From an optimization exercise on the open Yosys and OpenROAD flow, aimed at small area, a short achievable clock period and few clock cycles per item; shortcuts taken in it are not production practice.
No functional check of the RTL was part of any run shown here.

==> flow/design.v, too long to show whole: its modules and the start of the top module <==
// module logarithm: 1688 lines
// module log_fa: 4 lines
// module log_xor: 3 lines
// module log_maj: 3 lines
// module log_nand: 3 lines
// module log_nor: 3 lines
// module log_inv: 3 lines
// module log_aoi21: 3 lines
// module log_oai21: 3 lines
// module log_xnor: 3 lines
// module log_or: 3 lines
module logarithm #(
	parameter n = 16,
	parameter m = 24,
	parameter k = 5 ,
	parameter p = 24
) (
	input        clk  ,  
	input        reset,  
	input        start,
	input  [0:n] x    ,
	output [1:p] y    ,
	output       done
);
  // ...
==> flow/flow/run.sh <==
#!/bin/bash
# Standard layout, with the smallest buffer on the ports instead of the
# delay buffer that buffer_ports picks by default.
set -e
export BUFFER_PORTS_ARGS="-buffer_cell sky130_fd_sc_hd__buf_1"
bash standard.sh finish > standard_flow.log 2>&1
==> flow/standard.sh <==
#!/bin/bash
# synth_recipe.tcl (not shown) runs the flow's synth.tcl, then flattens the netlist and writes it again
# the make line also repeats each setting of config.mk as NAME=value (left out here)
make -C /OpenROAD-flow-scripts/flow DESIGN_CONFIG=/design/flow/config.mk WORK_HOME=/design/flow/orfs CLKGATE_MAP_FILE= SYNTH_SCRIPT=/design/flow/synth_recipe.tcl "${@:-finish}"
==> flow/config.mk <==
export PLATFORM = sky130hd
export DESIGN_NAME = logarithm
export DESIGN_NICKNAME = logarithm
export VERILOG_FILES = /design/flow/design.v
export SDC_FILE = /design/flow/constraint.sdc
export NUM_CORES = 4
export LEC_CHECK = 0
export CAP_MARGIN = 20
export CORE_MARGIN = 2
export CORE_UTILIZATION = 40
export CTS_BUF_LIST = sky130_fd_sc_hd__clkbuf_4 sky130_fd_sc_hd__clkbuf_8
export SETUP_SLACK_MARGIN = 3.8
export SLEW_MARGIN = 60
export SYNTH_HIERARCHICAL = 1
export SYNTH_MINIMUM_KEEP_SIZE = 0
==> flow/constraint.sdc <==
create_clock -name core_clock -period 9.0 [get_ports {clk}]
set_input_delay 1.8000 -clock core_clock [delete_from_list [all_inputs] [get_ports {clk}]]
set_output_delay 1.8000 -clock core_clock [all_outputs]
set_load 0.01 [all_outputs]
==> results by group, run 1 <==
Outcome
  • Status: finished clean

Finish
  • Largest Register: r
  • Final Instance Area: 0.0114 mm2
  • Synth-to-layout area growth: 5.89%
  • Antenna diodes: 0
  • Signal inverters: 87
  • Final sequential cell count: 49
  • Nonclk buf count: 69
  • ClkCell Share: 0.831%
  • Seq area share: 10.9%

Clocking
  • TritonCTS clock tree: built
  • Clk slew on worst S/H paths: 0.11 ns
  • # clock sinks: 49

Place
  • Placer Congestion: 0.811
  • I/O Buffers: 44

Timing
  • Worst relative slew slack: 62.9%
  • Hold Slack: 0.569 ns
  • Clk_skew: 0.0116 ns
  • Final setup margin: 4.19 ns
  • Slew Limit Fails: 0
  • Max Fclk: 0.208 GHz

Worst setup path
  • Crit path depth: 17
  • R2r worst-path depth: 17
  • Reg-to-reg setup timing slack: 4.19 ns
  • Setup crit end kind: flip-flop

Route
  • DR iter-0 viols: 458
  • Met2 routed WL: 14200 um
  • Metal3 WL: 1450 um

Yosys
  • Post-synth top cells: nand2_1 (359), fa_1 (180), xor2_1 (150)
  • Most common cell in the netlist: nand2_1
  • Cell count after synthesis: 1313
  • Area contributors post-synth: fa_1 (33%), nand2_1 (12%), xor2_1 (12%), edfxtp_1 (6.7%), maj3_2 (5.3%)
  • Flop and latch count out of synthesis: 49
  • Syn avg cell area: 8.23 um2
  • Largest family of logic cells by synthesized area: adder cells

Job
  • Max cap viols: 0

Global route
  • Largest net degree at the start of global routing: 44
==> inputs of run 2 (changes only) <==
--- a/flow/design.v
+++ b/flow/design.v
@@ -7,17 +7,16 @@
 	input        clk  ,  
 	input        reset,  
 	input        start,
 	input  [0:n] x    ,
 	output [1:p] y    ,
 	output       done
 );
 	reg  [23:0] f;
-	reg  [24:0] r;           
 	wire s1;
 	wire c2;
 	wire s3;
 	wire c4;
 	wire s5;
 	wire c6;
 	wire s7;
 	wire c8;
@@ -1662,45 +1661,113 @@
 	log_xor u_sum45 (pp_[45], cy[45], t[45]);
 	log_xor u_sum46 (pp_[46], cy[46], t[46]);
 	log_xor u_sum47 (pp_[47], cy[47], t[47]);
 	log_xor u_sum48 (pp_[48], cy[48], t[48]);
 	log_xor u_sum49 (pp_[49], cy[49], t[49]);
 	assign t[23:0] = 24'd0;
 	wire [25:0] s  = t[49:24];
 	wire        b  = f >= 24'd6949351;
-	wire        ld = r[24];
-	wire        sh = ~ld & b;    
-	wire        sk = ~ld & ~b;   
+	wire ge1 = f >= 24'd1518468;
+	wire ge2 = f >= 24'd3174369;
+	wire ge3 = f >= 24'd4980142;
+	wire ge4 = b;
+	wire ge5 = f >= 24'd9096789;
+	wire ge6 = f >= 24'd11438586;
+	wire ge7 = f >= 24'd13992335;
+	wire tb0 = ge4;
+	wire tb1 = (tb0 ? ge6 : ge2);
+	wire tb2 = (tb0 ? (tb1 ? ge7 : ge5) : (tb1 ? ge3 : ge1));
+	wire [2:0] tbits = {tb0, tb1, tb2};
+	reg  [21:0] sr;          
+	wire        dn = sr[21];
+	wire        sh = ~dn & b;      
+	wire        sk = ~dn & ~b;     
+	wire        hd = dn & ~start;  
+	wire [23:0] fh;
+	log_and u_hold0 (hd, f[0], fh[0]);
+	log_and u_hold1 (hd, f[1], fh[1]);
+	log_and u_hold2 (hd, f[2], fh[2]);
+	log_and u_hold3 (hd, f[3], fh[3]);
+	log_and u_hold4 (hd, f[4], fh[4]);
+	log_and u_hold5 (hd, f[5], fh[5]);
+	log_and u_hold6 (hd, f[6], fh[6]);
+	log_and u_hold7 (hd, f[7], fh[7]);
+	log_and u_hold8 (hd, f[8], fh[8]);
+	log_and u_hold9 (hd, f[9], fh[9]);
+	log_and u_hold10 (hd, f[10], fh[10]);
+	log_and u_hold11 (hd, f[11], fh[11]);
+	log_and u_hold12 (hd, f[12], fh[12]);
+	log_and u_hold13 (hd, f[13], fh[13]);
+	log_and u_hold14 (hd, f[14], fh[14]);
+	log_and u_hold15 (hd, f[15], fh[15]);
+	log_and u_hold16 (hd, f[16], fh[16]);
+	log_and u_hold17 (hd, f[17], fh[17]);
+	log_and u_hold18 (hd, f[18], fh[18]);
+	log_and u_hold19 (hd, f[19], fh[19]);
+	log_and u_hold20 (hd, f[20], fh[20]);
+	log_and u_hold21 (hd, f[21], fh[21]);
+	log_and u_hold22 (hd, f[22], fh[22]);
+	log_and u_hold23 (hd, f[23], fh[23]);
+	wire [23:0] fs;              
+	log_a22oi u_sel0 (sh, s[1], sk, s[0], fs[0]);
+	log_a22oi u_sel1 (sh, s[2], sk, s[1], fs[1]);
+	log_a22oi u_sel2 (sh, s[3], sk, s[2], fs[2]);
+	log_a22oi u_sel3 (sh, s[4], sk, s[3], fs[3]);
+	log_a22oi u_sel4 (sh, s[5], sk, s[4], fs[4]);
+	log_a22oi u_sel5 (sh, s[6], sk, s[5], fs[5]);
+	log_a22oi u_sel6 (sh, s[7], sk, s[6], fs[6]);
+	log_a22oi u_sel7 (sh, s[8], sk, s[7], fs[7]);
+	log_a22oi u_sel8 (sh, s[9], sk, s[8], fs[8]);
+	log_a22oi u_sel9 (sh, s[10], sk, s[9], fs[9]);
+	log_a22oi u_sel10 (sh, s[11], sk, s[10], fs[10]);
+	log_a22oi u_sel11 (sh, s[12], sk, s[11], fs[11]);
+	log_a22oi u_sel12 (sh, s[13], sk, s[12], fs[12]);
+	log_a22oi u_sel13 (sh, s[14], sk, s[13], fs[13]);
+	log_a22oi u_sel14 (sh, s[15], sk, s[14], fs[14]);
+	log_a22oi u_sel15 (sh, s[16], sk, s[15], fs[15]);
+	log_a22oi u_sel16 (sh, s[17], sk, s[16], fs[16]);
+	log_a22oi u_sel17 (sh, s[18], sk, s[17], fs[17]);
+	log_a22oi u_sel18 (sh, s[19], sk, s[18], fs[18]);
+	log_a22oi u_sel19 (sh, s[20], sk, s[19], fs[19]);
+	log_a22oi u_sel20 (sh, s[21], sk, s[20], fs[20]);
+	log_a22oi u_sel21 (sh, s[22], sk, s[21], fs[21]);
+	log_a22oi u_sel22 (sh, s[23], sk, s[22], fs[22]);
+	log_a22oi u_sel23 (sh, s[25], sk, s[23], fs[23]);
 	always @(posedge clk)
-		f <= ({24{sh}} & {s[25], s[23:1]}) | ({24{sk}} & s[23:0]) |
-		     ({24{ld}} & {x[1:n], {(m-n){1'b0}}});
+		f <= ~fs | fh | ({24{start & x[0]}} & {x[1:n], {(m-n){1'b0}}});
 	always @(posedge clk or negedge reset) begin
 		if (~reset)
-			r[24] <= 1'b1;
-		else if (start | ~r[24])
-			r[24] <= start ? 1'b0 : r[23];
+			sr[21] <= 1'b1;
+		else if (start | ~dn)
+			sr[21] <= start ? 1'b0 : sr[20];
 	end
 	always @(posedge clk) begin
-		if (start | ~r[24])
-			r[23:0] <= start ? 24'd1 : {r[22:0], b & x[0]};
+		if (start | ~dn)
+			sr[20:0] <= start ? 21'd1 : {sr[19:0], b};
 	end
-	assign done = r[24];
-	assign y    = r[23:0];
+	assign done = dn;
+	assign y    = {sr[20:0], tbits};
 endmodule
 module log_fa (input a, input b, input c, output s, output co);
 	assign s  = a ^ b ^ c;
 	assign co = (a & b) | (a & c) | (b & c);
 endmodule
 module log_xor (input a, input b, output y);
 	assign y = a ^ b;
 endmodule
 module log_maj (input a, input b, input c, output y);
 	assign y = (a & b) | (a & c) | (b & c);
 endmodule
+module log_a22oi (input a, input b, input c, input d, output y);
+	assign y = ~((a & b) | (c & d));
+endmodule
+module log_and (input a, input b, output y);
+	assign y = a & b;
+endmodule
 module log_nand (input a, input b, output y);
 	assign y = ~(a & b);
 endmodule
 module log_nor (input a, input b, output y);
 	assign y = ~(a | b);
 endmodule
 module log_inv (input a, output y);
 	assign y = ~a;
==> flow/config.mk (replaced) <==
export PLATFORM = sky130hd
export DESIGN_NAME = logarithm
export DESIGN_NICKNAME = logarithm
export VERILOG_FILES = /design/flow/design.v
export SDC_FILE = /design/flow/constraint.sdc
export NUM_CORES = 4
export LEC_CHECK = 0
export CAP_MARGIN = 20
export CORE_MARGIN = 2
export CORE_UTILIZATION = 40
export SETUP_SLACK_MARGIN = 4.0
export SLEW_MARGIN = 60
export SYNTH_HIERARCHICAL = 1
export SYNTH_MINIMUM_KEEP_SIZE = 0
==> results by group, run 2 <==
Outcome
  • Status: finished clean (unchanged)

Timing
  • Clk_skew: 0.00658 ns (was 0.0116 ns)
  • Final setup violation count: 0 (unchanged)
  • Final Critical Period: 4.80 ns (was 4.81 ns)
  • Hold Slack: 0.538 ns (was 0.569 ns)
  • Setup TNS: 0 ns (unchanged)
  • Worst relative slew slack: 61.7% (was 62.9%)
  • Slew Limit Fails: 0 (unchanged)
  • Max Fclk: 0.208 GHz (about the same)
  • Fin. Hold Viols: 0 (unchanged)
  • Slew @ Worst Pin: 0.573 ns (was 0.557 ns)
  • Final period utilization: 53.4% (about the same)
  • RSZ-0062 raised after global routing: false (unchanged)

Route
  • Via count: 9289 (was 8761)
  • Drt total wl: 30600 um (was 28900 um)
  • Initial DRT Pass Iterations: 5 (was 6)
  • Residual DRC: 0 (unchanged)
  • Vias per cell: 5.31 (was 5.30)
  • Routed Antenna Nets: 0 (unchanged)
  • WL per Instance: 17.5 um (about the same)
  • DR iter-0 viols: 594 (was 458)

Finish
  • Regs by FF count: f x24, sr x22 (was r x25, f x24)
  • Nets: 1571 (was 1511)
  • Flip-flop count of the largest register after layout: 24 (was 25)
  • Share of layout cells above drive strength 1: 13.3% (was 11.4%)
  • Largest Register: f (was r)
  • Final Instance Area: 0.0121 mm2 (was 0.0114 mm2)
  • Antenna diodes: 0 (unchanged)
  • Leading cell types in the layout, fill and taps excluded: nand2_1 (377), fa_1 (180), xor2_1 (150) (was nand2_1 (358), fa_1 (180), xor2_1 (150))
  • Synth-to-layout area growth: 7.58% (was 5.89%)
  • Commonest non-fill, non-tap cell in the layout: nand2_1 (unchanged)

Global route
  • GRT Total Usage: 21.8% (was 21.1%)
  • First-pass GRT wire length: 50500 um (was 47600 um)
  • GRT overflow: 0 (unchanged)
  • Largest net degree at the start of global routing: 35 (was 44)
  • Vias in the first global route: 9609 (was 9315)
  • Antenna violations before repair: 0 (unchanged)

Floorplanning
  • Starting density of the core: 40.5% (was 40.4%)
  • Die height: 172 um (was 168 um)
  • Core Box Area: 0.0278 mm2 (was 0.0267 mm2)
  • I/O pin count: 45 (unchanged)
  • Die extent in x: 172 um (was 168 um)
  • Die area: 0.0295 mm2 (was 0.0283 mm2)
  • Row count: 61 (was 60)

Clocking
  • Inserted Clock Buffers: 5 (unchanged)
  • Clk slew on worst S/H paths: 0.07 ns (was 0.11 ns)
  • Clock tree buffer depth: 2 (unchanged)
  • Clock latency (worst-skew pair): 0.31 ns (was 0.32 ns)
  • H-tree levels: 2 (unchanged)
  • Root buf cell: clkbuf_16 (was clkbuf_8)
  • # hold bufs at CTS: 0 (unchanged)
  • TritonCTS clock tree: built (unchanged)
  • # clock sinks: 46 (was 49)

Place
  • Post-placement cell area: 0.0118 mm2 (was 0.0113 mm2)
  • DP HPWL: 22500 um (was 20500 um)
  • Placer Congestion: 0.855 (was 0.811)
  • I/O Buffers: 44 (unchanged)

Worst setup path
  • Worst R2R Start: f[17]$_DFF_P_ (was f[0]$_DFF_P_)
  • WS Path Type: reg -> out (was reg -> reg)
  • Crit-path max FO: 26 (was 25)
  • Critical Path RT: 7.20 ns (was 9.26 ns)
  • Reg-to-reg setup timing slack: 4.26 ns (was 4.19 ns)
  • Setup crit end kind: output pin (was flip-flop)
  • R2r worst-path depth: 19 (was 17)
  • CP arrival: 3.00 ns (was 5.07 ns)
  • Reg-to-reg endpoint: f[9]$_DFF_P_ (was f[11]$_DFF_P_)
  • Startpoint types: flip-flop (unchanged)
  • CP endpoint: y[24] (was f[11]$_DFF_P_)
  • Worst setup path startpoint: f[5]$_DFF_P_ (was f[0]$_DFF_P_)

Yosys
  • Primary FF master, synth: dfxtp_1 (was edfxtp_1)
  • Yosys warning count: 7 (unchanged)
  • Post-synth top cells: nand2_1 (379), fa_1 (180), xor2_1 (150) (was nand2_1 (359), fa_1 (180), xor2_1 (150))
  • Syn avg cell area: 8.27 um2 (was 8.23 um2)
  • Cell variety after synth: 50 (was 33)
  • Synth area leader: fa_1 (unchanged)
  • Post-synth ARST share: 2.17% (was 2.04%)
  • Synth top area share: 32.0% (was 33.4%)
  • Area contributors post-synth: fa_1 (32%), nand2_1 (13%), xor2_1 (12%), edfxtp_1 (5.6%), maj3_2 (5.1%) (was fa_1 (33%), nand2_1 (12%), xor2_1 (12%), edfxtp_1 (6.7%), maj3_2 (5.3%))
  • Most common cell in the netlist: nand2_1 (unchanged)
  • Mapped Area: 0.0113 mm2 (was 0.0108 mm2)
  • Seq/Total Area, Yosys: 10.1% (was 11.4%)
  • Flop and latch count out of synthesis: 46 (was 49)
  • EDFF count, synth: 21 (was 24)
  • Cell count after synthesis: 1362 (was 1313)

Job
  • Max cap viols: 0 (unchanged)

Worst hold path
  • Classification of the worst-slack hold path: reg -> reg (unchanged)
## run 2: how the worst min path moves through the flow
| stage | from | to | cells past startpoint |
|---|---|---|---|
| 2_1_floorplan | f[1]$_DFF_P_ | f[1]$_DFF_P_ | 2 |
| 3_3_place_gp | sr[20]$_SDFFCE_PP0N_ | sr[21]$_DFFE_PN1N_ | 2 |
| 3_5_place_dp | sr[20]$_SDFFCE_PP0N_ | sr[21]$_DFFE_PN1N_ | 2 |
| 4_1_cts | sr[20]$_SDFFCE_PP0N_ | sr[21]$_DFFE_PN1N_ | 2 |
| 5_1_grt | sr[20]$_SDFFCE_PP0N_ | sr[21]$_DFFE_PN1N_ | 2 |
| 6_report | sr[20]$_SDFFCE_PP0N_ | sr[21]$_DFFE_PN1N_ | 2 |
## run 2: kinds of logic (layout without fill, tap and decap cells)
family,Yosys count,after routing,synth area share (%)
fa+ha+maj,231,231,37.1
simple gates,585,585,22.4
xor+xnor,173,173,13.5
flops,46,46,10.1
buf+inv,167,172,5.90
compound gates,159,159,11.0
other cells,1,6,0.0333
## run 2: layout make-up
class                   instances  area, um2
flip-flops and latches         46       1140
multi-input cells            1154       9530
inverters                      89        334
repair buffers                 75        483
clock inverters                 3       23.8
well taps                     378        473
clock buffers                   5        125
fillers                      2795      15700
## run 2: what timing repair did
action | CTS | global route
buffers inserted | 1 | 1
setup endpoints to repair | 17 | 17
resized for setup | 1 | 25
## run 2: metal layers
layer	vias up	GRT usage [%]	routed length [um]
met4	0	6.25	835
met5	-	0	0
met2	295	38.3	15000
met1	4632	28.1	13100
li1	4309	-	-
met3	53	2.99	1640
## run 2: modules after synthesis (local to each module, per instance)
module	flops+latches	cell area, um2
log_oai21	0	5.00
log_fa	0	20.0
log_maj	0	11.3
log_or	0	6.26
log_nand	0	3.75
logarithm	46	3700
log_xnor	0	8.76
log_and	0	6.26
log_a22oi	0	12.5
log_inv	0	3.75
log_nor	0	3.75
log_aoi21	0	8.76
log_xor	0	8.76
## run 2: per-stage QoR
stage | utilization (%) | worst slack (ns) | instances
floorplan | - | 4.06 | 1367
global placement | 42.5 | 3.82 | 1740
detailed placement | 42.6 | 3.76 | 1740
CTS | 43.2 | 4.05 | 1749
global route | 43.6 | 3.99 | 1750
finish | 43.6 | 4.20 | 1750
## run 2: worst max-delay path, cell delays in order, from the launching register on
cell       delay, ns
dfxtp_1         0.31
buf_4           0.33
nand2_1         0.29
a2111oi_2       0.64
a21oi_1         0.18
o32ai_1         0.39
a32oi_1         0.16
a31o_1          0.24
buf_1           0.13

what the ideal ports hide:
In the flow no input, the clock included, has a driving cell. The finished layouts below were timed again as built, in two steps. Step 1, drivers: a clkbuf_16 drives clk and a buf_2 each remaining input, both assumed. Step 2 times the ports against the registers' clock, not the clock port: input delays grow and output delays shrink by t, the midpoint of the rising clock arrivals with the driver on. a / b / c = no drivers / after step 1 / after step 2; a / b = the first two.
run | shift t [ns] | setup slack, ns | worst setup path after step 2 | latest minus earliest clock arrival (ns)
run 1 | 0.350 | 4.191 / 4.191 / 4.191 | register to register | 0.012 / 0.011
run 2 | 0.345 | 4.198 / 4.158 / 4.261 | register to register | 0.006 / 0.006
After both steps every run listed still meets setup and hold.
